What follows belongs to an exercise in optimizing a design on an open flow for small area; a production flow would make more cautious choices. Where RTL was checked, it was by simulation tests only, not by an equivalence proof against the original. Only the layout flow was run in run 1; the RTL was not checked for function there. Power figures rest on the tool's default switching activity, not on a simulated workload.

<file path="flow/run.sh">
#!/bin/bash
# The standard layout, with the clock tree built without dummy loads.
set -euo pipefail
bash standard.sh finish \
  "CTS_ARGS=-sink_clustering_enable -repair_clock_nets -dont_use_dummy_load -sink_clustering_size 20 -sink_clustering_max_diameter 50 -buf_list sky130_fd_sc_hd__clkbuf_8" \
  > make_finish.log 2>&1
</file>
<file path="standard.sh">
#!/bin/bash
# synth_recipe.tcl (not shown) runs the flow's synth.tcl, then flattens the netlist and writes it again
# the make line also repeats each setting of config.mk as NAME=value (left out here)
make -C /OpenROAD-flow-scripts/flow DESIGN_CONFIG=/design/flow/config.mk WORK_HOME=/design/flow/orfs CLKGATE_MAP_FILE= SYNTH_SCRIPT=/design/flow/synth_recipe.tcl "${@:-finish}"
</file>
<file path="config.mk">
export PLATFORM = sky130hd
export DESIGN_NAME = tpu
export DESIGN_NICKNAME = tpu
export VERILOG_FILES = /design/flow/design.v
export SDC_FILE = /design/flow/constraint.sdc
export NUM_CORES = 4
export LEC_CHECK = 0
export CAP_MARGIN = 0
export CORE_MARGIN = 2
export CORE_UTILIZATION = 40
export PLACE_DENSITY = 0.6
export SLEW_MARGIN = 0
</file>
<file path="constraint.sdc">
create_clock -name core_clock -period 6.0 [get_ports {s_clk}]
set_input_delay 1.2000 -clock core_clock [delete_from_list [all_inputs] [get_ports {s_clk}]]
set_output_delay 1.2000 -clock core_clock [all_outputs]
set_load 0.01 [all_outputs]
</file>
<file path="design.v">
module tpu #(parameter N = 4, parameter K = 8) (
    input  logic s_clk,
    input  logic s_rst_n,
    input  logic s_update,
    input  logic s_in,
    output logic s_out
);
    reg [148:0] pc;
    always @(posedge s_clk)
        pc <= {s_in, pc[148:1]};
    reg [3:0] off;      
    reg [7:0] sc;       
    reg       zf;       
    always @(posedge s_clk) begin
        if (!s_rst_n) begin
            off <= 4'd0;
            sc  <= 8'd0;
            zf  <= 1'b1;
        end else if (s_update) begin
            off <= off + 4'd1;
            sc  <= 8'd0;
        end else if (sc != 8'd134) begin
            sc <= sc + 8'd1;
            if (sc == 8'd133) begin
                off <= 4'd0;
                zf  <= 1'b0;
            end
        end
    end
    wire [2:0] opcode = pc[148:146];
    wire [2:0] regno  = pc[145:143];
    wire start = s_rst_n && s_update && (off == 4'd0) && (opcode <= 3'd4);
    wire chain0 = pc[4'd15 - off];
    reg       act;
    reg [2:0] op;
    reg [2:0] rsel;
    reg [6:0] cnt;
    wire is_rhm = (op == 3'd0);
    wire is_lw  = (op == 3'd1);
    wire is_ls  = (op == 3'd2);
    wire is_mm  = (op == 3'd3);
    wire is_whm = (op == 3'd4);
    wire adv = act && (!is_whm || !s_update);
    always @(posedge s_clk) begin
        if (start) begin
            act  <= 1'b1;
            op   <= opcode;
            rsel <= regno;
            cnt  <= 7'd0;
        end else if (adv) begin
            cnt <= cnt + 7'd1;
            if (cnt == 7'd127) act <= 1'b0;
        end
    end
    reg wz, sz, mmz;
    always @(posedge s_clk) begin
        if (!s_rst_n) begin
            wz <= 1'b1;
            sz <= 1'b1;
        end else if (start) begin
            if (opcode == 3'd1) wz <= 1'b0;
            if (opcode == 3'd2) sz <= 1'b0;
        end
        if (start) mmz <= wz | sz;
    end
    reg [127:0] rf [0:K-1];
    wire rout = rf[rsel][0];
    reg [15:0] wk [0:N-1];
    reg [15:0] sk [0:N-1];
    reg [5:0]  acc;
    wire [2:0] q = cnt[2:0];
    wire       slot = !q[2] && !mmz;     
    wire [5:0] psum = ({2'b0, sk[0][0] && slot ? wk[0][3:0] : 4'd0}
                     + {2'b0, sk[1][0] && slot ? wk[1][3:0] : 4'd0})
                    + ({2'b0, sk[2][0] && slot ? wk[2][3:0] : 4'd0}
                     + {2'b0, sk[3][0] && slot ? wk[3][3:0] : 4'd0});
    wire [6:0] msum = {1'b0, (q == 3'd0) ? 6'd0 : acc} + {1'b0, psum};
    wire       mbit = msum[0];
    always @(posedge s_clk)
        if (adv && is_mm) acc <= msum[6:1];
    wire wd = is_mm ? mbit : pc[14];
    wire wr = is_rhm || is_mm;
    genvar r, k;
    generate
        for (r = 0; r < K; r = r + 1) begin : g_rf
            always @(posedge s_clk)
                if (adv && rsel == r)
                    rf[r] <= {wr ? wd : rf[r][0], rf[r][127:1]};
        end
        for (k = 0; k < N; k = k + 1) begin : g_ws
            wire wen = adv && ((is_lw && !cnt[2] && cnt[4:3] == k) ||
                               (is_mm && cnt[4:2] == 3'b111));
            wire sen = adv && ((is_ls && !cnt[2] && cnt[6:5] == k) ||
                               (is_mm && !cnt[2]));
            always @(posedge s_clk) begin
                if (wen) wk[k] <= {is_mm ? wk[k][0] : rout, wk[k][15:1]};
                if (sen) sk[k] <= {is_mm ? sk[k][0] : rout, sk[k][15:1]};
            end
        end
    endgenerate
    wire ovr = act && is_whm && off != 4'd1 && off != 4'd2;
    assign s_out = !zf && (ovr ? rout : chain0);
endmodule
</file>
==> results of run 1 <==
how the worst max path moves through the flow:
stage / from / end / slack [ns]
after floorplan: s_update / rf[5][0] / -1.88
after CTS: rsel[0] / s_out / 1.51
after detailed placement: s_update / rf[6][7] / 1.42
after global routing: rsel[0] / s_out / 1.40
final: rsel[0] / s_out / 1.63
after global placement: s_update / rf[6][3] / 1.50
cell usage in the layout (no fill, tap or decap), types with 2 or more instances in the layout:
cell type	instances
xnor2_1	7
a211oi_1	2
buf_12	13
nor2b_1	4
a21oi_1	14
nor3_4	3
inv_1	28
clkdlybuf4s50_1	4
mux4_2	2
dfxtp_1	172
edfxtp_1	1165
nor3b_1	3
nand2_1	38
nand3_1	23
o41ai_1	2
nor2_1	28
nor4_1	2
nand3b_1	2
a221oi_1	2
xor2_1	10
and3_1	17
nor2_4	2
fa_1	11
a31oi_1	2
ha_1	19
or3_1	2
mux2i_1	9
nand4_1	7
buf_4	14
and2_1	5
o21ai_0	15
clkbuf_8	108
nand2b_1	3
cells by family (layout without fill, tap and decap cells):
group / after synthesis / after routing
flip-flops: 1337 / 1337
AO/OA/AOI/OAI: 48 / 48
XOR/XNOR: 17 / 17
AND/OR/NAND/NOR: 146 / 146
adder cells (fa/ha/maj): 30 / 30
multiplexers: 11 / 11
other: 0 / 1
buffers and inverters: 45 / 167
layout make-up:
cell class | instances | area (sq um) | area share
Timing Repair Buffer | 31 | 405 | 0.00923
Multi-Input combinational cell | 252 | 1870 | 0.0425
Antenna cell | 1 | 2.50 | 0.0000570
Sequential cell | 1337 | 38400 | 0.875
Clock buffer | 108 | 1490 | 0.0338
Tap cell | 1298 | 1620 | 0.0370
Inverter | 28 | 105 | 0.00239
routing by layer:
layer  up-vias  wire (um)  GRT usage
met5         -          0          0
met2       202      19000      0.118
met3       102       1930     0.0244
met1      7222      25500      0.144
met4         0       1450     0.0374
li1       6466          -          -
flip-flops by register name, indices dropped and copies added, names as in the netlist:
| signal | flops |
|---|---|
| pc | 149 |
| op | 3 |
| rf | 1024 |
| sz | 1 |
| rsel | 3 |
| mmz | 1 |
| acc | 6 |
| sc | 8 |
| act | 1 |
| cnt | 7 |
| wz | 1 |
| wk | 64 |
| off | 4 |
| sk | 64 |
| zf | 1 |
worst max-delay path: stages (launching register included):
cell and delay (ns):
edfxtp_1 0.69, nand2b_1 0.29, o22ai_1 0.28, o21bai_1 0.18, a221oi_1 0.34, clkdlybuf4s50_1 0.64
metrics by stage:
stage | std cells | setup TNS [ns] | total power, W | worst slack (ns) | hold WS, ns
floorplan | 1634 | -1199.45 | 0.0106 | -1.88 | 0.310
global placement | 2946 | 0 | 0.0107 | 1.50 | 0.312
detailed placement | 2946 | 0 | 0.0107 | 1.42 | 0.312
CTS | 3054 | 0 | 0.0149 | 1.51 | 0.287
global route | 3055 | 0 | 0.0152 | 1.40 | 0.286
finish | 3055 | 0 | 0.0146 | 1.63 | 0.298
power by group:
group / internal, W / leakage, nW / switching (W)
Clock: 0.00160 / 0.777 / 0.00254
Sequential: 0.0102 / 9.94 / 0.0000677
Combinational: 0.0000814 / 1.10 / 0.000180
Total: 0.0118 / 11.8 / 0.00279
==> run notes, run 1 <==
status=no timing/DRC/antenna violations; final core utilization=0.439; die height=322 um; flop2flop setup slack=1.85 ns; largest net degree at the start of global routing=129; RePlAce Congestion=0.758; total track usage=0.0913; unrepaired setup endpoints after global routing=no; xor/xnor share of the synthesized area=0.00369; most frequent cells after synthesis=edfxtp_1 (1165), dfxtp_1 (172), nand2_1 (39); vias post-DR=14000; DRC=0; HP Start=rf[7][67]; H-tree Lvls=3; crit end category=primary output; most common cell in the netlist=edfxtp_1; Reg clk slew, reported paths=0.09 ns; final hold vios=0; Worst R2R Start=cnt[2]; Max VDD drop=0.000216 V; clk_skew=0.114 ns; post-synthesis mux area share=0.00335; DP Area=42400 sq um; Main synth FF type=edfxtp_1; initial DRC count=1406; IO buf count=4; post-CTS setup buffer count=0; critical path peak fanout=8; Synth area leaders=edfxtp_1 (87%), dfxtp_1 (8.5%), ha_1 (0.59%); sequential share of the synthesized area=0.952; Final Cycle Share=0.728; global-route wire length before repair=75.9 mm; Hold-fix buffers, CTS=0; synth unique cells=48; Vias/cell=4.58; Seq cells post-synth=1337; Post-synth EDFFs=1165; P_leak=11.8 nW; Inserted Clock Buffers=108; worst-margin pin slew=1.26 ns; CTS Sinks=1337; Power Density=333 nW/um^2; Synth Area in Simple Gates=0.0180; crit start category=flop; vias in the first global route=13700; Slew Limit Fails=0; share of cells above drive strength 1=0.0837; Area growth, synth to finish=8.75%; Synth Area in Adders=0.0113; Skew-Pair Late Insertion Delay=0.75 ns; worst hold path type=flop to flop; Routed WL per cell=15.7 um; max_cap viols=0; reg2reg end=acc[5]; main combinational cell family by area after synthesis=simple AND/OR/NAND/NOR gates; num ports=5; Mapped Area=40400 sq um; area leader, netlist=edfxtp_1; WHS Path Cells=0; ys async rst share=0; Fill cells=8277; Ys Warns=4; Initial Utilization=0.403; compound-gate portion of the synthesized area=0.00725; Post-DP HPWL=22.3 mm; CTS resizes=0; Design Area, Final=43900 sq um; syn_nets=1668; cells after synthesis=1634; fmax=229 MHz; Die Wd=322 um; total grt overflow=0; DIE AREA=104000 sq um; floorplan row count=116; Arr. time, crit path=3.17 ns; CP Class=flop to primary output; clock root cell=clkbuf_8; end of the worst hold path=rf[7][66]; CTS tree=yes; WP data required=4.80 ns; cell count of the worst reg-to-reg path=12; drt total wl=47.9 mm; DRT Pass-1 Iters=5; Max-slew headroom=0.158; Routed Antenna Nets=0; Synth top area share=0.866; initial antenna violation count=1; core area=100000 sq um; endpoints failing setup=0; Nets=1792; CTS Buffer Depth=3; Syn Area/Cell=24.7 sq um; minimum clock period=4.37 ns
==> run 2: changes to the inputs <==
--- a/design.v
+++ b/design.v
@@ -9,19 +9,19 @@
     always @(posedge s_clk)
         pc <= {s_in, pc[148:1]};
     reg [3:0] off;      
-    reg [7:0] sc;       
+    reg [7:0] sc;
     reg       zf;       
     always @(posedge s_clk) begin
         if (!s_rst_n) begin
             off <= 4'd0;
-            sc  <= 8'd0;
+            sc  <= 8'h01;
             zf  <= 1'b1;
         end else if (s_update) begin
             off <= off + 4'd1;
-            sc  <= 8'd0;
-        end else if (sc != 8'd134) begin
-            sc <= sc + 8'd1;
-            if (sc == 8'd133) begin
+            sc  <= 8'h01;
+        end else if (sc != 8'hd2) begin
+            sc <= {sc[6:0], sc[7] ^ sc[5] ^ sc[4] ^ sc[3]};
+            if (sc == 8'h69) begin
                 off <= 4'd0;
                 zf  <= 1'b0;
             end
@@ -29,7 +29,7 @@
     end
     wire [2:0] opcode = pc[148:146];
     wire [2:0] regno  = pc[145:143];
-    wire start = s_rst_n && s_update && (off == 4'd0) && (opcode <= 3'd4);
+    wire dec   = s_rst_n && s_update && (off == 4'd0) && (opcode <= 3'd4);
     wire chain0 = pc[4'd15 - off];
     reg       act;
     reg [2:0] op;
@@ -39,29 +39,30 @@
     wire is_lw  = (op == 3'd1);
     wire is_ls  = (op == 3'd2);
     wire is_mm  = (op == 3'd3);
-    wire is_whm = (op == 3'd4);
-    wire adv = act && (!is_whm || !s_update);
+    wire start = (dec && opcode != 3'd4) ||
+                 (s_rst_n && s_update && off == 4'd2 && op == 3'd4);
+    wire adv = act;
     always @(posedge s_clk) begin
-        if (start) begin
-            act  <= 1'b1;
+        if (dec) begin
             op   <= opcode;
             rsel <= regno;
-            cnt  <= 7'd0;
-        end else if (adv) begin
-            cnt <= cnt + 7'd1;
-            if (cnt == 7'd127) act <= 1'b0;
         end
+        cnt <= start ? 7'd0 : cnt + 7'd1;
+        if (start)
+            act <= 1'b1;
+        else if (cnt == 7'd127)
+            act <= 1'b0;
     end
     reg wz, sz, mmz;
     always @(posedge s_clk) begin
         if (!s_rst_n) begin
             wz <= 1'b1;
             sz <= 1'b1;
-        end else if (start) begin
+        end else if (dec) begin
             if (opcode == 3'd1) wz <= 1'b0;
             if (opcode == 3'd2) sz <= 1'b0;
         end
-        if (start) mmz <= wz | sz;
+        if (dec) mmz <= wz | sz;
     end
     reg [127:0] rf [0:K-1];
     wire rout = rf[rsel][0];
@@ -77,15 +78,14 @@
     wire [6:0] msum = {1'b0, (q == 3'd0) ? 6'd0 : acc} + {1'b0, psum};
     wire       mbit = msum[0];
     always @(posedge s_clk)
-        if (adv && is_mm) acc <= msum[6:1];
-    wire wd = is_mm ? mbit : pc[14];
-    wire wr = is_rhm || is_mm;
+        acc <= msum[6:1];
+    wire wd = is_mm ? mbit : is_rhm ? pc[14] : rout;
     genvar r, k;
     generate
         for (r = 0; r < K; r = r + 1) begin : g_rf
             always @(posedge s_clk)
                 if (adv && rsel == r)
-                    rf[r] <= {wr ? wd : rf[r][0], rf[r][127:1]};
+                    rf[r] <= {wd, rf[r][127:1]};
         end
         for (k = 0; k < N; k = k + 1) begin : g_ws
             wire wen = adv && ((is_lw && !cnt[2] && cnt[4:3] == k) ||
@@ -98,6 +98,10 @@
             end
         end
     endgenerate
-    wire ovr = act && is_whm && off != 4'd1 && off != 4'd2;
+    reg von;
+    always @(posedge s_clk)
+        if (!s_rst_n) von <= 1'b0;
+        else if (dec) von <= (opcode == 3'd4);
+    wire ovr = von && act;
     assign s_out = !zf && (ovr ? rout : chain0);
 endmodule
==> flow/run.sh (replaced) <==
#!/bin/bash
# The standard layout, with the clock tree built without dummy loads.
set -euo pipefail
bash standard.sh finish \
  "CTS_ARGS=-sink_clustering_enable -repair_clock_nets -dont_use_dummy_load -sink_clustering_size 32 -sink_clustering_max_diameter 80 -buf_list sky130_fd_sc_hd__clkbuf_16" \
  > make_finish.log 2>&1
==> config.mk (replaced) <==
export PLATFORM = sky130hd
export DESIGN_NAME = tpu
export DESIGN_NICKNAME = tpu
export VERILOG_FILES = /design/flow/design.v
export SDC_FILE = /design/flow/constraint.sdc
export NUM_CORES = 4
export LEC_CHECK = 0
export CAP_MARGIN = 20
export CORE_MARGIN = 2
export CORE_UTILIZATION = 60
export PLACE_DENSITY = 0.75
export SLEW_MARGIN = 20
==> run 2 against run 1 <==
  * Clock skew is 0.041 ns lower
  * Non-clock buffer count is 6 lower
  * Maximum frequency decreased by 1.0%
  * Highest routed layer unchanged
  * Critical path type is now flop to flop
  * Via count shrank 3.4%
  * First-iteration DRC count decreased by 8.7%
  * Sequential cell count up 1
  * Clock power down 7.5%
  * Worst setup slack got worse by 0.044 ns
  * Critical endpoint is now acc[5]
==> run notes, run 2 <==
cells after synthesis=1589 (-2.8%); Synth area leaders=edfxtp_1 (87%), dfxtp_1 (8.9%), fa_1 (0.55%); cell count of the worst reg-to-reg path=12 (unchanged); Routed WL per cell=19.2 um (+22%); Syn Area/Cell=25.3 sq um (+2.4%); Area growth, synth to finish=6.32%; sequential share of the synthesized area=0.954 (+0.00270); Reg clk slew, reported paths=0.10 ns (about the same); Worst R2R Start=cnt[2]; final hold vios=0 (unchanged); critical path peak fanout=16 (+8); WP data required=6.51 ns (+1.71 ns); total chip power=0.0143 W (-2.0%); Ys Warns=4 (unchanged); crit end category=flop; drt total wl=48.3 mm (+0.80%); area leader, netlist=edfxtp_1; initial DRC count=1283 (-8.7%); most frequent cells in the layout=edfxtp_1 (1159), dfxtp_1 (179), clkbuf_16 (49); Most flops, register=rf; Cell Count Post-Placement=2466 (-16%); most frequent CP cell=fa_1; Final Cycle Share=0.735 (+0.00732); DRC=0 (unchanged); CTS Buffer Depth=3 (unchanged); most common cell after layout, fill and taps aside=edfxtp_1; syn_nets=1619 (-2.9%); clk_skew=0.0733 ns (-0.0405 ns); ys async rst share=0 (unchanged); largest delay contributor family on the critical path=adder cells; Vias/cell=5.37 (+17%); DIE AREA=69100 sq um (-33%); post-CTS setup buffer count=0 (unchanged); flop2flop setup slack=1.59 ns (-0.26 ns); total grt overflow=0 (unchanged); RePlAce Congestion=0.748 (-1.3%); CTS Sinks=1338 (+0.075%); crit start category=flop; share of cells above drive strength 1=0.0630 (-0.0208); total track usage=0.136 (+0.0450); Inserted Clock Buffers=49 (-55%); num ports=5 (unchanged); core area=66100 sq um (-34%); Max-slew headroom=0.353 (+0.196); Power Density=335 nW/um^2 (+0.58%); IO buf count=4 (unchanged); DRT Pass-1 Iters=5 (unchanged); Post-synth EDFFs=1159 (-0.52%); fmax=227 MHz (-1.0%); Hold-fix buffers, CTS=0 (unchanged); endpoints failing setup=0 (unchanged); H-tree Lvls=2 (-1); vias post-DR=13500 (-3.4%); end of the worst hold path=pc[59]; Post-DP HPWL=22.3 mm (-0.26%); Routed Antenna Nets=0 (unchanged); P_leak=11.6 nW (-1.8%); Arr. time, crit path=4.92 ns (+1.75 ns); Skew-Pair Late Insertion Delay=0.63 ns (-0.12 ns); worst hold slack=0.261 ns (-0.0363 ns); biggest regs=rf x1024, pc x149; synth unique cells=58 (+21%); Synth top area share=0.865 (-0.00111); area of the multi-input gates=1720 sq um (-8.0%); status=no timing/DRC/antenna violations; largest net degree at the start of global routing=129 (unchanged); max reg flops=1024 (unchanged); CTS tree=yes; clock root cell=clkbuf_16; Fill cells=4066 (-51%); Critical-path top delay cell=nor2_1; final core utilization=0.647 (+0.209); Slew Limit Fails=0 (unchanged); WHS Path Cells=0 (unchanged); Die Wd=263 um (-18%); most frequent cells after synthesis=edfxtp_1 (1159), dfxtp_1 (179), inv_1 (34); Main synth FF type=edfxtp_1; worst hold path type=flop to flop; Mapped Area=40200 sq um (-0.39%); initial antenna violation count=0 (-1); CTS resizes=0 (unchanged); Max VDD drop=0.000235 V (+9.1%); reg2reg end=acc[5]; Fin Setup TNS=0 ns (unchanged); die height=263 um (-18%); most common cell in the netlist=edfxtp_1; worst path cell trace=nor2_1 -> and3_1 -> fa_1 -> fa_1 -> inv_1 -> fa_1 -> inv_1 -> ha_1 -> a21o_1 -> a21o_1 -> a2111o_1 -> o311ai_1; Seq cells post-synth=1338 (+0.075%); antenna cells=0 (-1); Buf/Inv on CP=2 (+1); unrepaired setup endpoints after global routing=no; vias in the first global route=13100 (-4.2%); worst-margin pin slew=0.966 ns (-0.293 ns); Slowest Stage Delay on Critical Path=0.76 ns (+0.07 ns); minimum clock period=4.41 ns (+0.0439 ns); Layout Cells excl Fill=2516 (-18%); HP Start=pc[60]; Initial Utilization=0.609 (+0.205); CP Class=flop to flop; Nets=1684 (-6.0%); global-route wire length before repair=74.3 mm (-2.2%); floorplan row count=94 (-19%); register area=38400 sq um (-0.10%); max_cap viols=0 (unchanged)
[run 2: changes by cell type after synthesis, moves of 7 or more]
cell / change
and3_1: -7
dfxtp_1: +7
nand2_1: -21
nand3_1: -7
o21ai_0: -14
o21ai_2: +8
[run 2: kinds of logic after synthesis]
logic type | share of synthesized area
multiplexers | 0.00392
AND/OR/NAND/NOR | 0.0151
XOR/XNOR | 0.00239
flip-flops | 0.954
adder cells (fa/ha/maj) | 0.0101
AO/OA/AOI/OAI | 0.00933
buffers and inverters | 0.00491
[run 2: final cells by class]
cell class	count	area share
Inverter	37	0.00325
Sequential cell	1338	0.897
Tap cell	864	0.0253
Clock buffer	49	0.0287
Multi-Input combinational cell	203	0.0401
Timing Repair Buffer	25	0.00521
[run 2: metrics by stage]
stage / worst slack (ns) / instance area (sq um)
after floorplan: -0.660 / 40200
after global placement: 1.80 / 41500
after detailed placement: 1.68 / 41500
after CTS: 1.65 / 42700
after global routing: 1.37 / 42800
final: 1.59 / 42800
[run 2: worst register-to-register path: cells and delay by family, from the launching register on]
family          cells  cell delay (ns)
simple gates        2             1.06
compound gates      4             0.92
buf+inv             2             0.12
flops               1             0.40
fa+ha+maj           4             1.82
[run 2: worst max-delay path by stage]
stage             from        to  slack (ns)  depth (start not counted)
2_1_floorplan  rsel[2]  rf[1][0]       -0.66                          3
3_5_place_dp    cnt[2]    acc[5]        1.68                         12
3_3_place_gp    cnt[2]    acc[5]        1.80                         12
4_1_cts         cnt[2]    acc[5]        1.65                         12
5_1_grt         cnt[2]    acc[5]        1.37                         12
6_report        cnt[2]    acc[5]        1.59                         12
[run 2: layer usage]
metal | vias to the layer above | part of all wire | GRT usage
met1 | 7036 | 0.50 | 0.213
met3 | 68 | 0.034 | 0.0200
met4 | 0 | 0.022 | 0.0414
met2 | 212 | 0.45 | 0.205
li1 | 6202 | - | -
met5 | - | 0 | 0
[run 2: power by group]
part	leakage (nW)	switching [W]	internal [W]	total (W)
Clock	0.604	0.00236	0.00148	0.00383
Sequential	9.96	0.0000806	0.0102	0.0103
Combinational	1.04	0.000170	0.0000598	0.000229
==> run 3: changes to the inputs <==
--- a/config.mk
+++ b/config.mk
@@ -7,6 +7,7 @@
 export LEC_CHECK = 0
 export CAP_MARGIN = 20
 export CORE_MARGIN = 2
-export CORE_UTILIZATION = 60
-export PLACE_DENSITY = 0.75
+export CORE_UTILIZATION = 40
+export GPL_TIMING_DRIVEN = 0
+export PLACE_DENSITY = 0.6
 export SLEW_MARGIN = 20
==> run 3 against run 2 <==
  * Still clean on timing, DRC and antenna
  * First-iteration DRC count decreased by 5.5%
  * Combinational power increased by 27%
  * Clock power increased by 2%
  * Final area increased by 2.9%
  * Die area increased by 49%
  * Clock skew increased by 0.042 ns
  * Sequential power about the same
  * Sequential share of layout area decreased by 2.5 points
  * Cell count increased by 18%
  * Sequential cell count unchanged
  * Register-to-register slack got worse by 0.03 ns
  * Worst setup slack got worse by 0.027 ns
  * Largest power group unchanged
==> run notes, run 3 <==
status=no timing/DRC/antenna violations; fmax=225 MHz (-0.62%); ys async rst share=0 (unchanged); CTS tree=yes; total chip power=0.0144 W (+0.77%); num ports=5 (unchanged); Syn Area/Cell=25.3 sq um (unchanged); Synth top area share=0.865 (unchanged); P_leak=11.9 nW (+2.3%); minimum clock period=4.44 ns (+0.0273 ns); crit end category=flop; most frequent cells after synthesis=edfxtp_1 (1159), dfxtp_1 (179), inv_1 (34); floorplan row count=116 (+23%); WP data required=6.52 ns (about the same); CTS Buffer Depth=3 (unchanged); Most flops, register=rf; Max VDD drop=0.000232 V (-1.5%); internal cell power=0.0118 W (+0.43%); crit start category=flop; Vias/cell=4.53 (-16%); worst hold path type=flop to flop; global-route wire length before repair=73.9 mm (-0.45%); unrepaired setup endpoints after global routing=no; DIE AREA=103000 sq um (+49%); area leader, netlist=edfxtp_1; largest net degree at the start of global routing=35 (-73%); final hold vios=0 (unchanged); Nets=1713 (+1.7%); RePlAce Congestion=0.770 (+2.9%); Fill cells=8199 (+100%); Design Area, Final=44000 sq um (+2.9%); Max-slew headroom=0.366 (+0.0124); Seq cells post-synth=1338 (unchanged); Post-DP HPWL=22.9 mm (+2.7%); Hold-fix buffers, CTS=0 (unchanged); Die Wd=321 um (+22%); Main synth FF type=edfxtp_1; most common cell in the netlist=edfxtp_1; drt total wl=45.4 mm (-6.0%); post-route setup slack=1.56 ns (-0.0273 ns); Power Density=328 nW/um^2 (-2.0%); clock network power share=0.271 (+0.003); total grt overflow=0 (unchanged); vias post-DR=13500 (-0.17%); CTS Sinks=1338 (unchanged); core area=99900 sq um (+51%); Mapped Area=40200 sq um (unchanged); P_sw=0.00267 W (+2.3%); Skew-Pair Late Insertion Delay=0.64 ns (about the same); DP Area=42700 sq um (+2.9%); syn_nets=1619 (unchanged); DRT Pass-1 Iters=5 (unchanged); Routed Antenna Nets=0 (unchanged); H-tree Lvls=2 (unchanged); max reg flops=1024 (unchanged); Logic pwr share=0.020 (+0.004); most common cell after layout, fill and taps aside=edfxtp_1; Post-synth EDFFs=1159 (unchanged); Inserted Clock Buffers=50 (+2.0%); Synth area leaders=edfxtp_1 (87%), dfxtp_1 (8.9%), fa_1 (0.55%); Reg clk slew, reported paths=0.11 ns (about the same); initial DRC count=1213 (-5.5%); worst-margin pin slew=0.949 ns (-0.0177 ns); synth unique cells=58 (unchanged); biggest regs=rf x1024, pc x149; DRC=0 (unchanged); CP Class=flop to flop; Arr. time, crit path=4.96 ns (+0.04 ns); Ys Warns=4 (unchanged); final core utilization=0.441 (-0.207); clock root cell=clkbuf_16; clk_skew=0.115 ns (+0.0417 ns); Slew Limit Fails=0 (unchanged); initial antenna violation count=0 (unchanged); share of cells above drive strength 1=0.0803 (+0.0174); Initial Utilization=0.403 (-0.206); total track usage=0.0869 (-0.0494); Routed WL per cell=15.2 um (-21%); Area growth, synth to finish=9.36%; switch share=0.185 (+0.00274); critical path peak fanout=10 (-6); CTS resizes=0 (unchanged); max_cap viols=0 (unchanged); Final Cycle Share=0.740 (+0.00455); endpoints failing setup=0 (unchanged); post-CTS setup buffer count=0 (unchanged); pre-CTS WS=1.61 ns (-0.0673 ns); die height=321 um (+22%); IO buf count=2 (-2); sequential share of the synthesized area=0.954 (unchanged); most frequent cells in the layout=edfxtp_1 (1159), dfxtp_1 (179), clkbuf_16 (50); Reg power frac=0.709 (-0.007); cells after synthesis=1589 (unchanged); antenna cells=0 (unchanged); vias in the first global route=13500 (+2.5%)
[run 3: cell counts after synthesis]
No cell type changed its count.
[run 3: final timing paths]
check                            start  endpoint  slack [ns]  cells past startpoint
worst max register to register  cnt[2]    acc[5]        1.56                     14
worst min register to register  pc[19]    pc[18]        0.33                      0
worst max-delay path            cnt[2]    acc[5]        1.56                     14
worst min-delay path            pc[19]    pc[18]        0.33                      0
[run 3: cell families (layout without fill, tap and decap cells)]
| kind of cell | after synthesis | count (layout) | share of synthesized area |
|---|---|---|---|
| and+or+nand+nor | 109 | 109 | 0.0151 |
| adders and majority gates | 26 | 26 | 0.0101 |
| muxes | 10 | 10 | 0.00392 |
| DFF | 1338 | 1338 | 0.954 |
| xor gates and xnor gates | 11 | 11 | 0.00239 |
| AOI/OAI and AO/OA | 47 | 47 | 0.00933 |
| buffers and inverters | 48 | 140 | 0.00491 |
[run 3: per-layer routing]
| metal | share of wire | wire length, um | vias to the layer above | global-route usage |
|---|---|---|---|---|
| met5 | 0 | 0 | - | 0 |
| met4 | 0.022 | 996 | 0 | 0.0251 |
| met3 | 0.035 | 1580 | 62 | 0.0157 |
| met2 | 0.42 | 18800 | 157 | 0.121 |
| met1 | 0.53 | 24000 | 7009 | 0.139 |
| li1 | - | - | 6267 | - |
[run 3: area by class of cell]
class | instances | area, sq um | share of cell area
plain buffers | 11 | 58.8 | 0.00134
clock buffers | 50 | 1250 | 0.0284
inverters | 37 | 139 | 0.00316
multi-input cells | 203 | 1730 | 0.0393
flip-flops and latches | 1338 | 38400 | 0.873
well taps | 1298 | 1620 | 0.0369
repair buffers | 42 | 808 | 0.0184
[run 3: power by group through the flow]
stage	registers [W]	clock network (W)	logic (W)
2_1_floorplan	0.0105	0	0.000185
3_3_place_gp	0.0105	0	0.000229
3_5_place_dp	0.0104	0	0.000295
4_1_cts	0.0102	0.00412	0.000294
5_1_grt	0.0102	0.00440	0.000327
6_report	0.0102	0.00391	0.000290
[run 3: worst max-delay path: stages, from the launching register on]
cell	delay (ns)
dfxtp_1	0.31
clkbuf_1	0.19
nor2_1	0.36
clkbuf_1	0.35
and3_1	0.25
fa_1	0.44
fa_1	0.55
inv_1	0.06
fa_1	0.52
inv_1	0.07
ha_1	0.29
a21o_1	0.18
a21o_1	0.21
a2111o_1	0.41
o311ai_1	0.10
[run 3: metrics by stage]
stage                     std cells   TNS, ns  hold WS, ns
after global routing           2979         0        0.337
after CTS                      2979         0        0.333
final                          2979         0        0.334
after global placement         2889  -1594.34        0.314
after floorplan                1589   -435.52        0.310
after detailed placement       2929         0        0.312
==> run 4: changes to the inputs <==
--- a/config.mk
+++ b/config.mk
@@ -8,6 +8,5 @@
 export CAP_MARGIN = 20
 export CORE_MARGIN = 2
 export CORE_UTILIZATION = 40
-export GPL_TIMING_DRIVEN = 0
 export PLACE_DENSITY = 0.6
 export SLEW_MARGIN = 20
==> run 4 against run 3 <==
  * Still clean
  * Maximum frequency is 4.6% higher
  * Sequential share of layout area is 1.3 points higher
  * Worst setup slack better by 0.19 ns
  * Combinational power is 23% lower
  * Via count is 1.3% lower
  * Die area stayed put
  * Synthesized area stayed put
  * Critical endpoint unchanged
  * Highest routed layer unchanged
==> run notes, run 4 <==
status=no timing/DRC/antenna violations; HP Start=pc[4]; drt total wl=44.6 mm (-1.6%); Area growth, synth to finish=7.75%; Fill cells=8280 (+0.99%); CTS Sinks=1338 (unchanged); largest delay contributor family on the critical path=adder cells; Reg clk slew, reported paths=0.10 ns (about the same); register area=38400 sq um (unchanged); Synth top area share=0.865 (unchanged); max_cap viols=0 (unchanged); CTS Buffer Depth=3 (unchanged); number of cells on the critical path=12 (-2); Final Cycle Share=0.707 (-0.0322); largest net degree at the start of global routing=86 (+150%); worst path cell trace=nor2_1 -> and3_1 -> fa_1 -> fa_1 -> inv_1 -> fa_1 -> inv_1 -> ha_1 -> a21o_1 -> a21o_1 -> a2111o_1 -> o311ai_1; area leader, netlist=edfxtp_1; num ports=5 (unchanged); Post-synth EDFFs=1159 (unchanged); M1 wire length=23.9 mm (-0.23%); antenna cells=0 (unchanged); pre-CTS WS=1.76 ns (+0.144 ns); Arr. time, crit path=4.78 ns (-0.18 ns); clock root cell=clkbuf_16; Critical-path top delay cell=nor2_1; Initial Utilization=0.403 (unchanged); Layout Cells excl Fill=2953 (-0.87%); initial antenna violation count=0 (unchanged); Max-slew headroom=0.332 (-0.0343); crit start category=flop; top sig layer=met4; endpoints failing setup=0 (unchanged); total grt overflow=0 (unchanged); syn_nets=1619 (unchanged); sequential share of the synthesized area=0.954 (unchanged); Syn Area/Cell=25.3 sq um (unchanged); final core utilization=0.434 (-0.00652); DRC=0 (unchanged); Cell Count Post-Placement=2902 (-0.92%); Synth area leaders=edfxtp_1 (87%), dfxtp_1 (8.9%), fa_1 (0.55%); Ys Warns=4 (unchanged); area of the multi-input gates=1710 sq um (-0.80%); Post-DP HPWL=20.7 mm (-9.5%); WP data required=6.54 ns (+0.02 ns); Vias/cell=4.51 (-0.41%); WL met3=1.58 mm (+0.19%); core area=99900 sq um (unchanged); biggest regs=rf x1024, pc x149; total track usage=0.0857 (-0.00120); die height=321 um (unchanged); cells after synthesis=1589 (unchanged); Skew-Pair Late Insertion Delay=0.64 ns (about the same); share of cells above drive strength 1=0.0640 (-0.0163); worst-margin pin slew=1.00 ns (+0.0541 ns); Routed Antenna Nets=0 (unchanged); Routed WL per cell=15.1 um (-0.76%); Power Density=333 nW/um^2 (+1.4%); critical path peak fanout=16 (+6); WHS Path Cells=0 (unchanged); Slew Limit Fails=0 (unchanged); Critical Path Source=cnt[2]; vias in the first global route=13000 (-3.5%); worst hold path type=flop to flop; Main synth FF type=edfxtp_1; minimum clock period=4.24 ns (-0.193 ns); vias post-DR=13300 (-1.3%); H-tree Lvls=2 (unchanged); most frequent CP cell=fa_1; post-CTS setup buffer count=0 (unchanged); CP Class=flop to flop; IO buf count=4 (+2); clk_skew=0.0719 ns (-0.0430 ns); final hold vios=0 (unchanged); Seq cells post-synth=1338 (unchanged); Nets=1687 (-1.5%); ys async rst share=0 (unchanged); Buf/Inv on CP=2 (-2); RePlAce Congestion=0.756 (-1.8%); Max VDD drop=0.000200 V (-14%); max reg flops=1024 (unchanged); floorplan row count=116 (unchanged); crit end category=flop; Hold-fix buffers, CTS=0 (unchanged); most common cell in the netlist=edfxtp_1; global-route wire length before repair=72.4 mm (-2.0%); CTS resizes=0 (unchanged); DIE AREA=103000 sq um (unchanged); flop2flop setup slack=1.76 ns (+0.19 ns); worst hold slack=0.329 ns (-0.00504 ns); Inserted Clock Buffers=51 (+2.0%); Most flops, register=rf; DR WL met2=18.1 mm (-4.1%); cell count of the worst reg-to-reg path=12 (-2); Die Wd=321 um (unchanged); CTS tree=yes; Worst R2R Start=cnt[2]; Mapped Area=40200 sq um (unchanged); synth unique cells=58 (unchanged); most frequent cells in the layout=edfxtp_1 (1159), dfxtp_1 (179), clkbuf_16 (51); DRT Pass-1 Iters=4 (-1); Slowest Stage Delay on Critical Path=0.67 ns (+0.12 ns); most common cell after layout, fill and taps aside=edfxtp_1; initial DRC count=1152 (-5.0%); most frequent cells after synthesis=edfxtp_1 (1159), dfxtp_1 (179), inv_1 (34); P_leak=11.6 nW (-2.0%); fmax=236 MHz (+4.6%); unrepaired setup endpoints after global routing=no; post-route setup slack=1.76 ns (+0.193 ns)
[run 4: metal layers]
metal,up-vias,GRT usage
met2,132,0.115
met4,0,0.0271
li1,6209,-
met3,72,0.0198
met1,6909,0.137
met5,-,0
[run 4: path summary, 6_finish.rpt]
path	end
worst max-delay path	acc[5]
worst min-delay path	pc[3]
worst max register to register	acc[5]
worst min register to register	pc[3]
[run 4: area by class of cell]
type | count | share of cell area
Multi-Input combinational cell | 203 | 0.0395
Tap cell | 1298 | 0.0375
Sequential cell | 1338 | 0.886
Clock buffer | 51 | 0.0294
Inverter | 37 | 0.00320
Timing Repair Buffer | 26 | 0.00473
[run 4: where the power goes]
part,switching (W),total (W),internal (W)
Sequential,0.0000756,0.0103,0.0102
Clock,0.00241,0.00394,0.00153
Combinational,0.000165,0.000224,0.0000587
Total,0.00265,0.0144,0.0118
[run 4: through the flow]
step / TNS, ns / instance area [sq um] / total power, W
finish: 0 / 43300 / 0.0144
global route: 0 / 43300 / 0.0150
CTS: 0 / 43300 / 0.0147
global placement: 0 / 42100 / 0.0107
detailed placement: 0 / 42100 / 0.0107
floorplan: -435.52 / 40200 / 0.0106
[run 4: logic make-up (layout without fill, tap and decap cells)]
logic type	after synthesis	in the layout	share of synthesized area
mux	10	10	0.00392
xor+xnor	11	11	0.00239
flops	1338	1338	0.954
buf+inv	48	114	0.00491
fa+ha+maj	26	26	0.0101
compound gates	47	47	0.00933
simple gates	109	109	0.0151
[run 4: worst reg2reg max path: stages, from the launching register on]
cell      delay, ns
dfxtp_1        0.40
nor2_1         0.67
and3_1         0.28
fa_1           0.45
fa_1           0.54
inv_1          0.05
fa_1           0.53
inv_1          0.07
ha_1           0.28
a21o_1         0.17
a21o_1         0.21
a2111o_1       0.42
o311ai_1       0.09
==> run 5: changes to the inputs <==
--- a/config.mk
+++ b/config.mk
@@ -7,6 +7,6 @@
 export LEC_CHECK = 0
 export CAP_MARGIN = 20
 export CORE_MARGIN = 2
-export CORE_UTILIZATION = 40
-export PLACE_DENSITY = 0.6
+export CORE_UTILIZATION = 50
+export PLACE_DENSITY = 0.7
 export SLEW_MARGIN = 20
==> run 5 against run 4 <==
  * Still clean
  * Count of clock-buffer cells in the layout down 2
  * Final area down 0.75%
  * Non-clock buffer count up 1
  * Critical endpoint unchanged
==> run notes, run 5 <==
status=no timing/DRC/antenna violations; CP Class=flop to flop; H-tree Lvls=2 (unchanged); Vias/cell=4.89 (+8.3%); RePlAce Congestion=0.758 (+0.28%); Post-DP HPWL=21.1 mm (+2.3%); CTS Sinks=1338 (unchanged); final hold vios=0 (unchanged); global-route wire length before repair=70.2 mm (-3.0%); DRC=0 (unchanged); most common cell in the netlist=edfxtp_1; DP Area=41800 sq um (-0.68%); IO buf count=4 (unchanged); total grt overflow=0 (unchanged); Power Density=333 nW/um^2 (about the same); most frequent cells after synthesis=edfxtp_1 (1159), dfxtp_1 (179), inv_1 (34); cells after synthesis=1589 (unchanged); Mapped Area=40200 sq um (unchanged); critical path peak fanout=16 (unchanged); clk_skew=0.0806 ns (+0.00863 ns); Initial Utilization=0.503 (+0.0998); most frequent cells in the layout=edfxtp_1 (1159), dfxtp_1 (179), clkbuf_16 (49); worst hold slack=0.290 ns (-0.0391 ns); clock network power share=0.267 (-0.006); Main synth FF type=edfxtp_1; Design Area, Final=43000 sq um (-0.75%); share of cells above drive strength 1=0.0629 (-0.00117); CTS Buffer Depth=3 (unchanged); fmax=229 MHz (-2.8%); Buf/Inv on CP=2 (unchanged); max_cap viols=0 (unchanged); internal cell power=0.0117 W (-0.48%); initial antenna violation count=0 (unchanged); Synth area leaders=edfxtp_1 (87%), dfxtp_1 (8.9%), fa_1 (0.55%); most common cell after layout, fill and taps aside=edfxtp_1; WHS Path Cells=0 (unchanged); unrepaired setup endpoints after global routing=no; floorplan row count=104 (-10%); worst hold path type=flop to flop; WP data required=6.50 ns (-0.04 ns); antenna cells=0 (unchanged); worst-margin pin slew=0.934 ns (-0.0681 ns); largest delay contributor family on the critical path=adder cells; Most flops, register=rf; Area growth, synth to finish=6.94%; largest net degree at the start of global routing=129 (+50%); die height=288 um (-10%); P_sw=0.00260 W (-2.0%); Slew Limit Fails=0 (unchanged); Skew-Pair Late Insertion Delay=0.66 ns (+0.02 ns); core area=80000 sq um (-20%); num ports=5 (unchanged); Nets=1686 (-0.059%); sequential share of the synthesized area=0.954 (unchanged); Reg power frac=0.717 (+0.006); total track usage=0.106 (+0.0202); worst path cell trace=nor2_1 -> and3_1 -> fa_1 -> fa_1 -> inv_1 -> fa_1 -> inv_1 -> ha_1 -> a21o_1 -> a21o_1 -> a2111o_1 -> o311ai_1; Reg clk slew, reported paths=0.11 ns (about the same); initial DRC count=1270 (+10%); CTS resizes=0 (unchanged); DIE AREA=82700 sq um (-20%); Max VDD drop=0.000200 V (+0.17%); CTS tree=yes; ys async rst share=0 (unchanged); Inserted Clock Buffers=49 (-3.9%); Post-synth EDFFs=1159 (unchanged); vias in the first global route=12500 (-3.3%); Syn Area/Cell=25.3 sq um (unchanged); cell count of the worst reg-to-reg path=12 (unchanged); minimum clock period=4.36 ns (+0.120 ns); Max-slew headroom=0.377 (+0.0454); DRT Pass-1 Iters=5 (+1); P_leak=11.6 nW (-0.13%); clock root cell=clkbuf_16; Arr. time, crit path=4.86 ns (+0.08 ns); Slowest Stage Delay on Critical Path=0.69 ns (+0.02 ns); most frequent CP cell=fa_1; Synth top area share=0.865 (unchanged); Die Wd=288 um (-10%); synth unique cells=58 (unchanged); crit start category=flop; vias post-DR=13300 (-0.47%); Hold-fix buffers, CTS=0 (unchanged); Seq cells post-synth=1338 (unchanged); Ys Warns=4 (unchanged); Critical-path top delay cell=nor2_1; area leader, netlist=edfxtp_1; biggest regs=rf x1024, pc x149; Logic pwr share=0.016 (about the same); drt total wl=44.0 mm (-1.4%); crit end category=flop; switch share=0.181 (-0.00224); Final Cycle Share=0.727 (+0.0201); post-CTS setup buffer count=0 (unchanged); number of cells on the critical path=12 (unchanged); endpoints failing setup=0 (unchanged); syn_nets=1619 (unchanged); Routed WL per cell=16.2 um (+7.3%); max reg flops=1024 (unchanged); Routed Antenna Nets=0 (unchanged)
-- run 5: cell type report --
cell class	count	area (sq um)
Clock buffer	49	1230
Fill cell	5812	37000
Inverter	37	139
Multi-Input combinational cell	203	1710
Sequential cell	1338	38400
Tap cell	1060	1330
Timing Repair Buffer	27	229
-- run 5: logic make-up (layout without fill, tap and decap cells) --
family / count (synthesis) / count (layout) / share of synthesized area
AOI/OAI and AO/OA: 47 / 47 / 0.00933
xor gates and xnor gates: 11 / 11 / 0.00239
adders and majority gates: 26 / 26 / 0.0101
buffers and inverters: 48 / 113 / 0.00491
DFF: 1338 / 1338 / 0.954
muxes: 10 / 10 / 0.00392
and+or+nand+nor: 109 / 109 / 0.0151
-- run 5: metal layers --
| metal | vias up | global-route usage | routed length (um) |
|---|---|---|---|
| met2 | 144 | 0.144 | 18000 |
| li1 | 6200 | - | - |
| met5 | - | 0 | 0 |
| met1 | 6859 | 0.175 | 23600 |
| met4 | 0 | 0.0323 | 977 |
| met3 | 56 | 0.0185 | 1490 |
-- run 5: path summary, 6_finish.rpt --
path         startpoint  slack [ns]     end
max              cnt[2]        1.64  acc[5]
min reg2reg      pc[63]        0.29  pc[62]
min              pc[63]        0.29  pc[62]
max reg2reg      cnt[2]        1.64  acc[5]
-- run 5: through the flow --
step	utilization	cells	setup TNS [ns]	setup slack, ns	total power [W]
floorplan	-	1589	-435.52	-0.660	0.0106
global placement	0.522	2663	0	1.70	0.0107
detailed placement	0.522	2664	0	1.69	0.0107
CTS	0.537	2713	0	1.60	0.0145
global route	0.538	2714	0	1.33	0.0148
finish	0.538	2714	0	1.64	0.0143
-- run 5: power by group through the flow --
| stage | clock (W) | sequential, W | combinational (W) |
|---|---|---|---|
| finish | 0.00383 | 0.0103 | 0.000225 |
| global route | 0.00429 | 0.0103 | 0.000259 |
| CTS | 0.00400 | 0.0103 | 0.000231 |
| detailed placement | 0 | 0.0105 | 0.000233 |
| global placement | 0 | 0.0105 | 0.000218 |
| floorplan | 0 | 0.0105 | 0.000185 |
==> run 6: changes to the inputs <==
==> flow/run.sh (replaced) <==
#!/bin/bash
# The standard layout, with the clock tree built without dummy loads.
set -euo pipefail
bash standard.sh finish \
  "CTS_ARGS=-sink_clustering_enable -repair_clock_nets -dont_use_dummy_load -sink_clustering_size 36 -sink_clustering_max_diameter 60 -buf_list sky130_fd_sc_hd__clkbuf_16" \
  > make_finish.log 2>&1
--- a/config.mk
+++ b/config.mk
@@ -7,6 +7,6 @@
 export LEC_CHECK = 0
 export CAP_MARGIN = 20
 export CORE_MARGIN = 2
-export CORE_UTILIZATION = 50
-export PLACE_DENSITY = 0.7
+export CORE_UTILIZATION = 40
+export PLACE_DENSITY = 0.6
 export SLEW_MARGIN = 20
==> run 6 against run 5 <==
  * Worst setup slack better by 0.13 ns
  * Die area up 25%
  * Register-to-register slack better by 0.13 ns
  * Clock power up 25%
  * Sequential power about the same
  * Combinational power about the same
  * Cell count up 9.7%
  * Clock skew up 0.0092 ns
  * Sequential cell count unchanged
  * Synthesized area unchanged
  * Via count up 1.3%
==> run notes, run 6 <==
Fill cells=8232 (+42%); total grt overflow=0 (unchanged); Slew Limit Fails=0 (unchanged); max_cap viols=0 (unchanged); Critical-path top delay cell=nor2_1; cells after synthesis=1589 (unchanged); status=no timing/DRC/antenna violations; Post-DP HPWL=20.7 mm (-2.2%); Buf/Inv on CP=2 (unchanged); Vias/cell=4.51 (-7.7%); worst hold path type=flop to flop; drt total wl=45.2 mm (+2.7%); total track usage=0.0877 (-0.0181); most common cell in the netlist=edfxtp_1; RePlAce Congestion=0.756 (-0.28%); Most flops, register=rf; synth unique cells=58 (unchanged); DRC=0 (unchanged); P_leak=11.9 nW (+2.7%); share of cells above drive strength 1=0.0774 (+0.0145); most frequent cells after synthesis=edfxtp_1 (1159), dfxtp_1 (179), inv_1 (34); Synth area leaders=edfxtp_1 (87%), dfxtp_1 (8.9%), fa_1 (0.55%); syn_nets=1619 (unchanged); crit start category=flop; Post-synth EDFFs=1159 (unchanged); worst path cell trace=nor2_1 -> and3_1 -> fa_1 -> fa_1 -> inv_1 -> fa_1 -> inv_1 -> ha_1 -> a21o_1 -> a21o_1 -> a2111o_1 -> o311ai_1; Arr. time, crit path=4.76 ns (-0.10 ns); Main synth FF type=edfxtp_1; fmax=236 MHz (+3.1%); Synth Area in Simple Gates=0.0151 (unchanged); pre-CTS WS=1.76 ns (+0.0626 ns); num ports=5 (unchanged); Power Density=347 nW/um^2 (+4.4%); crit end category=flop; Hold-fix buffers, CTS=0 (unchanged); Ys Warns=4 (unchanged); initial antenna violation count=0 (unchanged); minimum clock period=4.23 ns (-0.133 ns); clock root cell=clkbuf_16; ys async rst share=0 (unchanged); clk_skew=0.0898 ns (+0.00920 ns); Max VDD drop=0.000189 V (-5.7%); Die Wd=321 um (+12%); Slowest Stage Delay on Critical Path=0.67 ns (-0.02 ns); largest net degree at the start of global routing=86 (-33%); Inserted Clock Buffers=75 (+53%); CTS tree=yes; most frequent cells in the layout=edfxtp_1 (1159), dfxtp_1 (179), clkbuf_16 (75); Reg clk slew, reported paths=0.08 ns (-0.03 ns); final core utilization=0.440 (-0.0975); area leader, netlist=edfxtp_1; sequential share of the synthesized area=0.954 (unchanged); IO buf count=4 (unchanged); global-route wire length before repair=73.7 mm (+4.9%); Routed Antenna Nets=0 (unchanged); DIE AREA=103000 sq um (+25%); post-CTS setup buffer count=0 (unchanged); biggest regs=rf x1024, pc x149; max reg flops=1024 (unchanged); critical path peak fanout=16 (unchanged); post-synthesis mux area share=0.00392 (unchanged); worst-margin pin slew=0.994 ns (+0.0591 ns); core area=99900 sq um (+25%); DRT Pass-1 Iters=7 (+2); Synth top area share=0.865 (unchanged); die height=321 um (+12%); initial DRC count=1133 (-11%); Nets=1711 (+1.5%); endpoints failing setup=0 (unchanged); CTS Sinks=1338 (unchanged); Mapped Area=40200 sq um (unchanged); Initial Utilization=0.403 (-0.0998); CTS resizes=0 (unchanged); Max-slew headroom=0.338 (-0.0394); largest delay contributor family on the critical path=adder cells; compound-gate portion of the synthesized area=0.00933 (unchanged); flop2flop setup slack=1.77 ns (+0.13 ns); most frequent CP cell=fa_1; WP data required=6.53 ns (+0.03 ns); CTS Buffer Depth=3 (unchanged); Fin Setup TNS=0 ns (unchanged); final hold vios=0 (unchanged); antenna cells=0 (unchanged); H-tree Lvls=3 (+1); floorplan row count=116 (+12%); Area growth, synth to finish=9.24%; vias in the first global route=13300 (+6.3%); Skew-Pair Late Insertion Delay=0.65 ns (about the same); Seq cells post-synth=1338 (unchanged); Final Cycle Share=0.705 (-0.0222); Routed WL per cell=15.2 um (-6.4%); main combinational cell family by area after synthesis=simple AND/OR/NAND/NOR gates; post-route setup slack=1.77 ns (+0.133 ns); Synth Area in Adders=0.0101 (unchanged); most common cell after layout, fill and taps aside=edfxtp_1; unrepaired setup endpoints after global routing=no; vias post-DR=13400 (+1.3%); CP Class=flop to flop; Syn Area/Cell=25.3 sq um (unchanged); xor/xnor share of the synthesized area=0.00239 (unchanged)
run 6: cell counts after synthesis:
No cell type changed its count.
run 6: worst paths after layout:
path | startpoint | to | depth (start not counted)
hold / removal | pc[141] | pc[140] | 0
setup reg to reg | cnt[2] | acc[5] | 12
hold reg to reg | pc[141] | pc[140] | 0
setup / recovery | cnt[2] | acc[5] | 12
run 6: logic make-up (layout without fill, tap and decap cells):
| logic type | after synthesis | count (layout) |
|---|---|---|
| flops | 1338 | 1338 |
| simple gates | 109 | 109 |
| buf+inv | 48 | 138 |
| compound gates | 47 | 47 |
| fa+ha+maj | 26 | 26 |
| xor+xnor | 11 | 11 |
| mux | 10 | 10 |
run 6: report_power, final:
| part | switching (W) | leakage [nW] | total [W] | internal (W) |
|---|---|---|---|---|
| Sequential | 0.0000754 | 9.96 | 0.0103 | 0.0102 |
| Combinational | 0.000166 | 1.04 | 0.000225 | 0.0000587 |
| Clock | 0.00255 | 0.924 | 0.00478 | 0.00223 |
run 6: worst reg2reg max path, delay by kind of cell (launching register included):
kind	cells	cell delay (ns)
adders and majority gates	4	1.79
AOI/OAI and AO/OA	4	0.89
buffers and inverters	2	0.11
DFF	1	0.39
and+or+nand+nor	2	0.96
run 6: through the flow:
| step | power [W] | std cells | hold slack, ns | area (sq um) |
|---|---|---|---|---|
| 5_1_grt | 0.0159 | 2977 | 0.305 | 43900 |
| 3_5_place_dp | 0.0107 | 2902 | 0.312 | 42100 |
| 2_1_floorplan | 0.0106 | 1589 | 0.310 | 40200 |
| 6_report | 0.0153 | 2977 | 0.305 | 43900 |
| 4_1_cts | 0.0155 | 2977 | 0.308 | 43900 |
| 3_3_place_gp | 0.0107 | 2902 | 0.310 | 42100 |
run 6: layout make-up:
type	count	area, sq um	share of cell area
sequential	1338	38400	0.874
clock buffer	75	1880	0.0427
multi-input combinational	203	1710	0.0390
tap	1298	1620	0.0370
timing repair buffer	26	205	0.00467
inverter	37	139	0.00316
run 6: layer usage:
metal	share of wire	GRT usage	vias to the layer above
met5	0	0	-
met4	0.028	0.0369	0
met3	0.039	0.0194	80
met2	0.40	0.115	144
met1	0.53	0.139	6943
li1	-	-	6261
==> run 7: changes to the inputs <==
==> flow/run.sh (replaced) <==
#!/bin/bash
# The standard layout, with the clock tree built without dummy loads.
set -euo pipefail
bash standard.sh finish \
  "CTS_ARGS=-sink_clustering_enable -repair_clock_nets -dont_use_dummy_load -sink_clustering_size 24 -sink_clustering_max_diameter 80 -buf_list sky130_fd_sc_hd__clkbuf_8 sky130_fd_sc_hd__clkbuf_16" \
  > make_finish.log 2>&1
==> run 7 against run 6 <==
  * The flow now stops in clock tree synthesis
  * Synthesized area is the same
  * Synthesized cell count unchanged
==> run notes, run 7 <==
floorplan row count=116 (unchanged); xor/xnor share of the synthesized area=0.00239 (unchanged); Syn Area/Cell=25.3 sq um (unchanged); num ports=5 (unchanged); most common cell in the netlist=edfxtp_1; Post-synth EDFFs=1159 (unchanged); DP Area=42100 sq um (unchanged); Main synth FF type=edfxtp_1; Synth area leaders=edfxtp_1 (87%), dfxtp_1 (8.9%), fa_1 (0.55%); cells after synthesis=1589 (unchanged); synth unique cells=58 (unchanged); compound-gate portion of the synthesized area=0.00933 (unchanged); Synth Area in Adders=0.0101 (unchanged); main combinational cell family by area after synthesis=simple AND/OR/NAND/NOR gates; area leader, netlist=edfxtp_1; Synth top area share=0.865 (unchanged); Ys Warns=4 (unchanged); IO buf count=4 (unchanged); post-synthesis mux area share=0.00392 (unchanged); syn_nets=1619 (unchanged); status=aborted with a tool error; Synth Area in Simple Gates=0.0151 (unchanged); ys async rst share=0 (unchanged); most frequent cells after synthesis=edfxtp_1 (1159), dfxtp_1 (179), inv_1 (34); die height=321 um (unchanged); Initial Utilization=0.403 (unchanged); Fail Step=clock tree synthesis; Seq cells post-synth=1338 (unchanged); RePlAce Congestion=0.756 (unchanged); Post-DP HPWL=20.7 mm (unchanged); Mapped Area=40200 sq um (unchanged); sequential share of the synthesized area=0.954 (unchanged); Err=[ERROR STA-0564] clock_tree_synthesis positional arguments not supported.; Die Wd=321 um (unchanged)
-- run 7: kinds of logic after synthesis --
logic type | after synthesis
DFF | 1338
and+or+nand+nor | 109
buffers and inverters | 48
AOI/OAI and AO/OA | 47
adders and majority gates | 26
xor gates and xnor gates | 11
muxes | 10
-- run 7: power groups by stage --
stage	combinational [W]	sequential [W]	clock [W]
floorplan	0.000185	0.0105	0
global placement	0.000218	0.0105	0
detailed placement	0.000233	0.0105	0
-- run 7: stage by stage --
| step | setup WS, ns | power, W | utilization | setup TNS [ns] | std cells |
|---|---|---|---|---|---|
| floorplan | -0.660 | 0.0106 | - | -435.52 | 1589 |
| detailed placement | 1.76 | 0.0107 | 0.421 | 0 | 2902 |
| global placement | 1.79 | 0.0107 | 0.421 | 0 | 2902 |
-- run 7: worst max-delay path by stage --
| stage | start | endpoint | slack (ns) | depth (start not counted) |
|---|---|---|---|---|
| after floorplan | rsel[2] | rf[1][0] | -0.66 | 3 |
| after global placement | cnt[2] | acc[5] | 1.79 | 12 |
| after detailed placement | cnt[2] | acc[5] | 1.76 | 12 |
==> run 8: changes to the inputs <==
==> flow/run.sh (replaced) <==
#!/bin/bash
# The standard layout, with the clock tree built without dummy loads.
set -euo pipefail
bash standard.sh finish \
  "CTS_ARGS=-sink_clustering_enable -repair_clock_nets -dont_use_dummy_load -sink_clustering_size 32 -sink_clustering_max_diameter 80 -buf_list sky130_fd_sc_hd__clkbuf_16 -root_buf sky130_fd_sc_hd__clkbuf_8 -tree_buf sky130_fd_sc_hd__clkbuf_8" \
  > make_finish.log 2>&1
==> run 8 against run 7 <==
  * The run now finishes clean
  * Synthesized cell count is the same
  * Synthesized area did not move
==> run notes, run 8 <==
P_leak=11.6 nW; worst hold path type=flop to flop; Syn Area/Cell=25.3 sq um (unchanged); CP Class=flop to primary output; minimum clock period=4.26 ns; Ys Warns=4 (unchanged); drt total wl=44.6 mm; endpoints failing setup=0; most frequent cells after synthesis=edfxtp_1 (1159), dfxtp_1 (179), inv_1 (34); Slew Limit Fails=0; clock network power share=0.268; Hold-fix buffers, CTS=0; share of cells above drive strength 1=0.0640; most frequent cells in the layout=edfxtp_1 (1159), dfxtp_1 (179), clkbuf_16 (46); Nets=1687; register area=38400 sq um; DRT Pass-1 Iters=5; die height=321 um (unchanged); Power Density=331 nW/um^2; Vias/cell=4.50; crit start category=flop; global-route wire length before repair=72.3 mm; vias post-DR=13300; CTS resizes=0; Main synth FF type=edfxtp_1; Seq cells post-synth=1338 (unchanged); switch share=0.184; vias in the first global route=13000; Reg power frac=0.716; Fill cells=8289; num ports=5 (unchanged); Post-DP HPWL=20.7 mm (unchanged); clk_skew=0.0922 ns; unrepaired setup endpoints after global routing=no; Skew-Pair Late Insertion Delay=0.77 ns; max reg flops=1024; DRC=0; Final Cycle Share=0.710; DIE AREA=103000 sq um; Routed WL per cell=15.1 um; crit end category=primary output; most common cell after layout, fill and taps aside=edfxtp_1; most common cell in the netlist=edfxtp_1; Reg clk slew, reported paths=0.11 ns; fmax=235 MHz; area of the multi-input gates=1710 sq um; ys async rst share=0 (unchanged); initial DRC count=1120; final hold vios=0; Fin Setup TNS=0 ns; Inserted Clock Buffers=51; RePlAce Congestion=0.756 (unchanged); Area growth, synth to finish=7.61%; Mapped Area=40200 sq um (unchanged); max_cap viols=0; initial antenna violation count=1; sequential share of the synthesized area=0.954 (unchanged); core area=99900 sq um; status=no timing/DRC/antenna violations; post-CTS setup buffer count=0; WP data required=4.80 ns; largest net degree at the start of global routing=86; critical path peak fanout=8; CTS Buffer Depth=3; Max VDD drop=0.000200 V; biggest regs=rf x1024, pc x149; syn_nets=1619 (unchanged); Die Wd=321 um (unchanged); Max-slew headroom=0.336; Post-synth EDFFs=1159 (unchanged); Synth top area share=0.865 (unchanged); IO buf count=4 (unchanged); Routed Antenna Nets=0; Initial Utilization=0.403 (unchanged); CTS Sinks=1338; clock root cell=clkbuf_8; Most flops, register=rf; floorplan row count=116 (unchanged); total grt overflow=0; Arr. time, crit path=3.06 ns; Cell Count Post-Placement=2902 (unchanged); Layout Cells excl Fill=2954; Logic pwr share=0.016; synth unique cells=58 (unchanged); CTS tree=yes; P_sw=0.00264 W; worst-margin pin slew=0.996 ns; internal cell power=0.0117 W; cells after synthesis=1589 (unchanged); H-tree Lvls=2; total track usage=0.0855; Synth area leaders=edfxtp_1 (87%), dfxtp_1 (8.9%), fa_1 (0.55%); area leader, netlist=edfxtp_1
[run 8: logic make-up after synthesis]
kind of cell | after synthesis | synth area share
DFF | 1338 | 0.954
and+or+nand+nor | 109 | 0.0151
buffers and inverters | 48 | 0.00491
AOI/OAI and AO/OA | 47 | 0.00933
adders and majority gates | 26 | 0.0101
xor gates and xnor gates | 11 | 0.00239
muxes | 10 | 0.00392
[run 8: worst paths after layout]
path	start	to	slack, ns	cells after the start
hold reg to reg	pc[52]	pc[51]	0.32	0
setup reg to reg	cnt[2]	acc[5]	1.74	12
setup / recovery	rsel[1]	s_out	1.74	5
hold / removal	pc[52]	pc[51]	0.32	0
[run 8: final cells by class]
type,count,area share
repair buffers,26,0.00474
clock buffers,51,0.0282
flip-flops and latches,1338,0.887
well taps,1298,0.0375
diodes,1,0.0000578
multi-input cells,203,0.0396
inverters,37,0.00321
[run 8: stage by stage]
stage / instance area (sq um) / utilization / hold WS (ns) / setup slack (ns) / total power (W)
floorplan: 40200 / - / 0.310 / -0.660 / 0.0106
global placement: 42100 / 0.421 / 0.310 / 1.79 / 0.0107
detailed placement: 42100 / 0.421 / 0.312 / 1.76 / 0.0107
CTS: 43300 / 0.434 / 0.328 / 1.65 / 0.0146
global route: 43300 / 0.434 / 0.329 / 1.52 / 0.0149
finish: 43300 / 0.434 / 0.322 / 1.74 / 0.0143
[run 8: power by group through the flow]
stage	combinational, W	sequential, W	clock (W)
after floorplan	0.000185	0.0105	0
after global placement	0.000218	0.0105	0
after detailed placement	0.000233	0.0105	0
after CTS	0.000231	0.0103	0.00407
after global routing	0.000258	0.0103	0.00436
final	0.000224	0.0103	0.00383
[run 8: worst max-delay path, cell delays in order, from the launching register on]
cell	delay (ns)
edfxtp_1	0.56
nand2b_1	0.34
o22ai_2	0.36
o2111ai_1	0.24
a21oi_1	0.23
clkdlybuf4s50_1	0.56
[run 8: routing by layer]
metal | wire length, um | share of wire | GRT usage | up-vias
met5 | 0 | 0 | 0 | -
met4 | 1170 | 0.026 | 0.0279 | 0
met3 | 1590 | 0.036 | 0.0188 | 69
met2 | 18000 | 0.40 | 0.115 | 130
met1 | 23900 | 0.54 | 0.137 | 6894
li1 | - | - | - | 6210
==> run 9: changes to the inputs <==
==> flow/run.sh (replaced) <==
#!/bin/bash
# The standard layout, with the clock tree built without dummy loads.
set -euo pipefail
bash standard.sh finish \
  "CTS_ARGS=-sink_clustering_enable -repair_clock_nets -dont_use_dummy_load -sink_clustering_size 30 -sink_clustering_max_diameter 90 -buf_list sky130_fd_sc_hd__clkbuf_16" \
  > make_finish.log 2>&1
==> run 9 against run 8 <==
  * Cell count did not move
  * Sequential cell count did not move
  * Sequential power barely moved
  * Utilization rose by 0.079 points
  * Clock skew fell by 0.0035 ns
  * Via count fell by 0.24%
  * Register-to-register slack improved by 0.05 ns
  * Global-route usage fell by 0.051 points
  * First-iteration DRC count fell by 1.1%
  * Wire length fell by 0.60%
  * Maximum frequency rose by 1.2%
  * Final area rose by 0.18%
  * Largest power group unchanged
  * Highest routed layer unchanged
==> run notes, run 9 <==
Syn Area/Cell=25.3 sq um (unchanged); DRC=0 (unchanged); Nets=1688 (+0.059%); most frequent CP cell=fa_1; worst-margin pin slew=0.995 ns (-0.000806 ns); final hold vios=0 (unchanged); most frequent cells in the layout=edfxtp_1 (1159), dfxtp_1 (179), clkbuf_16 (52); share of cells above drive strength 1=0.0646 (+0.000565); global-route wire length before repair=72.3 mm (about the same); core area=99900 sq um (unchanged); max_cap viols=0 (unchanged); Synth area leaders=edfxtp_1 (87%), dfxtp_1 (8.9%), fa_1 (0.55%); floorplan row count=116 (unchanged); worst path cell trace=nor2_1 -> and3_1 -> fa_1 -> fa_1 -> inv_1 -> fa_1 -> inv_1 -> ha_1 -> a21o_1 -> a21o_1 -> a2111o_1 -> o311ai_1; synth unique cells=58 (unchanged); Hold-fix buffers, CTS=0 (unchanged); Synth top area share=0.865 (unchanged); clock network power share=0.274 (+0.006); Routed Antenna Nets=0 (unchanged); ys async rst share=0 (unchanged); Fill cells=8280 (-0.11%); Mapped Area=40200 sq um (unchanged); die height=321 um (unchanged); minimum clock period=4.21 ns (-0.0488 ns); Ys Warns=4 (unchanged); Logic pwr share=0.016 (about the same); Layout Cells excl Fill=2954 (unchanged); total grt overflow=0 (unchanged); crit end category=flop; syn_nets=1619 (unchanged); sequential share of the synthesized area=0.954 (unchanged); Most flops, register=rf; internal cell power=0.0118 W (+1.0%); Inserted Clock Buffers=52 (+2.0%); Area growth, synth to finish=7.81%; Final Cycle Share=0.701 (-0.00813); Post-DP HPWL=20.7 mm (unchanged); Routed WL per cell=15.0 um (-0.60%); most common cell after layout, fill and taps aside=edfxtp_1; biggest regs=rf x1024, pc x149; most frequent cells after synthesis=edfxtp_1 (1159), dfxtp_1 (179), inv_1 (34); CTS Sinks=1338 (unchanged); cells after synthesis=1589 (unchanged); largest net degree at the start of global routing=86 (unchanged); P_leak=11.6 nW (+0.33%); Slowest Stage Delay on Critical Path=0.66 ns (+0.10 ns); largest delay contributor family on the critical path=adder cells; initial DRC count=1108 (-1.1%); status=no timing/DRC/antenna violations; DIE AREA=103000 sq um (unchanged); DRT Pass-1 Iters=5 (unchanged); CTS tree=yes; Reg clk slew, reported paths=0.11 ns (about the same); Main synth FF type=edfxtp_1; initial antenna violation count=0 (-1); endpoints failing setup=0 (unchanged); max reg flops=1024 (unchanged); CP Class=flop to flop; vias in the first global route=13100 (+0.77%); final core utilization=0.434 (+0.000790); Reg power frac=0.710 (-0.006); Slew Limit Fails=0 (unchanged); CTS Buffer Depth=3 (unchanged); Arr. time, crit path=4.77 ns (+1.71 ns); worst hold path type=flop to flop; DP Area=42100 sq um (unchanged); IO buf count=4 (unchanged); Die Wd=321 um (unchanged); post-CTS setup buffer count=0 (unchanged); most common cell in the netlist=edfxtp_1; Critical-path top delay cell=nor2_1; unrepaired setup endpoints after global routing=no; P_sw=0.00264 W (about the same); vias post-DR=13300 (-0.24%); Skew-Pair Late Insertion Delay=0.64 ns (-0.13 ns); num ports=5 (unchanged); H-tree Lvls=2 (unchanged); Seq cells post-synth=1338 (unchanged); total track usage=0.0850 (-0.000509); drt total wl=44.4 mm (-0.60%); Max-slew headroom=0.334 (-0.00162); area leader, netlist=edfxtp_1; RePlAce Congestion=0.756 (unchanged); Buf/Inv on CP=2 (+1); Cell Count Post-Placement=2902 (unchanged); crit start category=flop; Vias/cell=4.49 (-0.24%); Max VDD drop=0.000219 V (+9.6%); switch share=0.183 (-0.00142); antenna cells=0 (-1); Design Area, Final=43400 sq um (+0.18%); clock root cell=clkbuf_16; Initial Utilization=0.403 (unchanged); clk_skew=0.0887 ns (-0.00348 ns); critical path peak fanout=16 (+8); WP data required=6.56 ns (+1.76 ns); Fin Setup TNS=0 ns (unchanged); fmax=238 MHz (+1.2%); Power Density=333 nW/um^2 (+0.67%); CTS resizes=0 (unchanged); Post-synth EDFFs=1159 (unchanged); worst hold slack=0.321 ns (-0.00157 ns)
[run 9: cell count changes in the layout (fill, tap and decap cells not counted), sizes merged]
cell    before  now
clkbuf      51   52
diode        1    0
[run 9: area by class of cell]
| cell class | count | area [sq um] | share of cell area |
|---|---|---|---|
| inverters | 37 | 139 | 0.00320 |
| multi-input cells | 203 | 1710 | 0.0395 |
| clock buffers | 52 | 1300 | 0.0300 |
| flip-flops and latches | 1338 | 38400 | 0.885 |
| well taps | 1298 | 1620 | 0.0374 |
| repair buffers | 26 | 205 | 0.00473 |
[run 9: power groups by stage]
stage	clock, W	combinational, W	sequential, W
finish	0.00396	0.000224	0.0103
floorplan	0	0.000185	0.0105
CTS	0.00419	0.000231	0.0103
detailed placement	0	0.000233	0.0105
global route	0.00447	0.000259	0.0103
global placement	0	0.000218	0.0105
[run 9: path summary, 6_finish.rpt]
kind	from	to	slack [ns]	cells past startpoint
max	cnt[2]	acc[5]	1.79	12
min	pc[16]	pc[15]	0.32	0
max reg2reg	cnt[2]	acc[5]	1.79	12
min reg2reg	pc[16]	pc[15]	0.32	0
[run 9: per-stage QoR]
stage	setup slack (ns)	power, W
floorplan	-0.660	0.0106
global placement	1.79	0.0107
detailed placement	1.76	0.0107
CTS	1.77	0.0147
global route	1.56	0.0150
finish	1.79	0.0144
[run 9: cell families after synthesis]
logic type / after synthesis / synth area share
DFF: 1338 / 0.954
and+or+nand+nor: 109 / 0.0151
buffers and inverters: 48 / 0.00491
AOI/OAI and AO/OA: 47 / 0.00933
adders and majority gates: 26 / 0.0101
xor gates and xnor gates: 11 / 0.00239
muxes: 10 / 0.00392
[run 9: layer usage]
metal  GRT usage  vias up  wire [um]
met1       0.137     6896      24100
li1            -     6204          -
met3      0.0166       70       1320
met4      0.0266        0       1120
met5           0        -          0
met2       0.116      101      17900
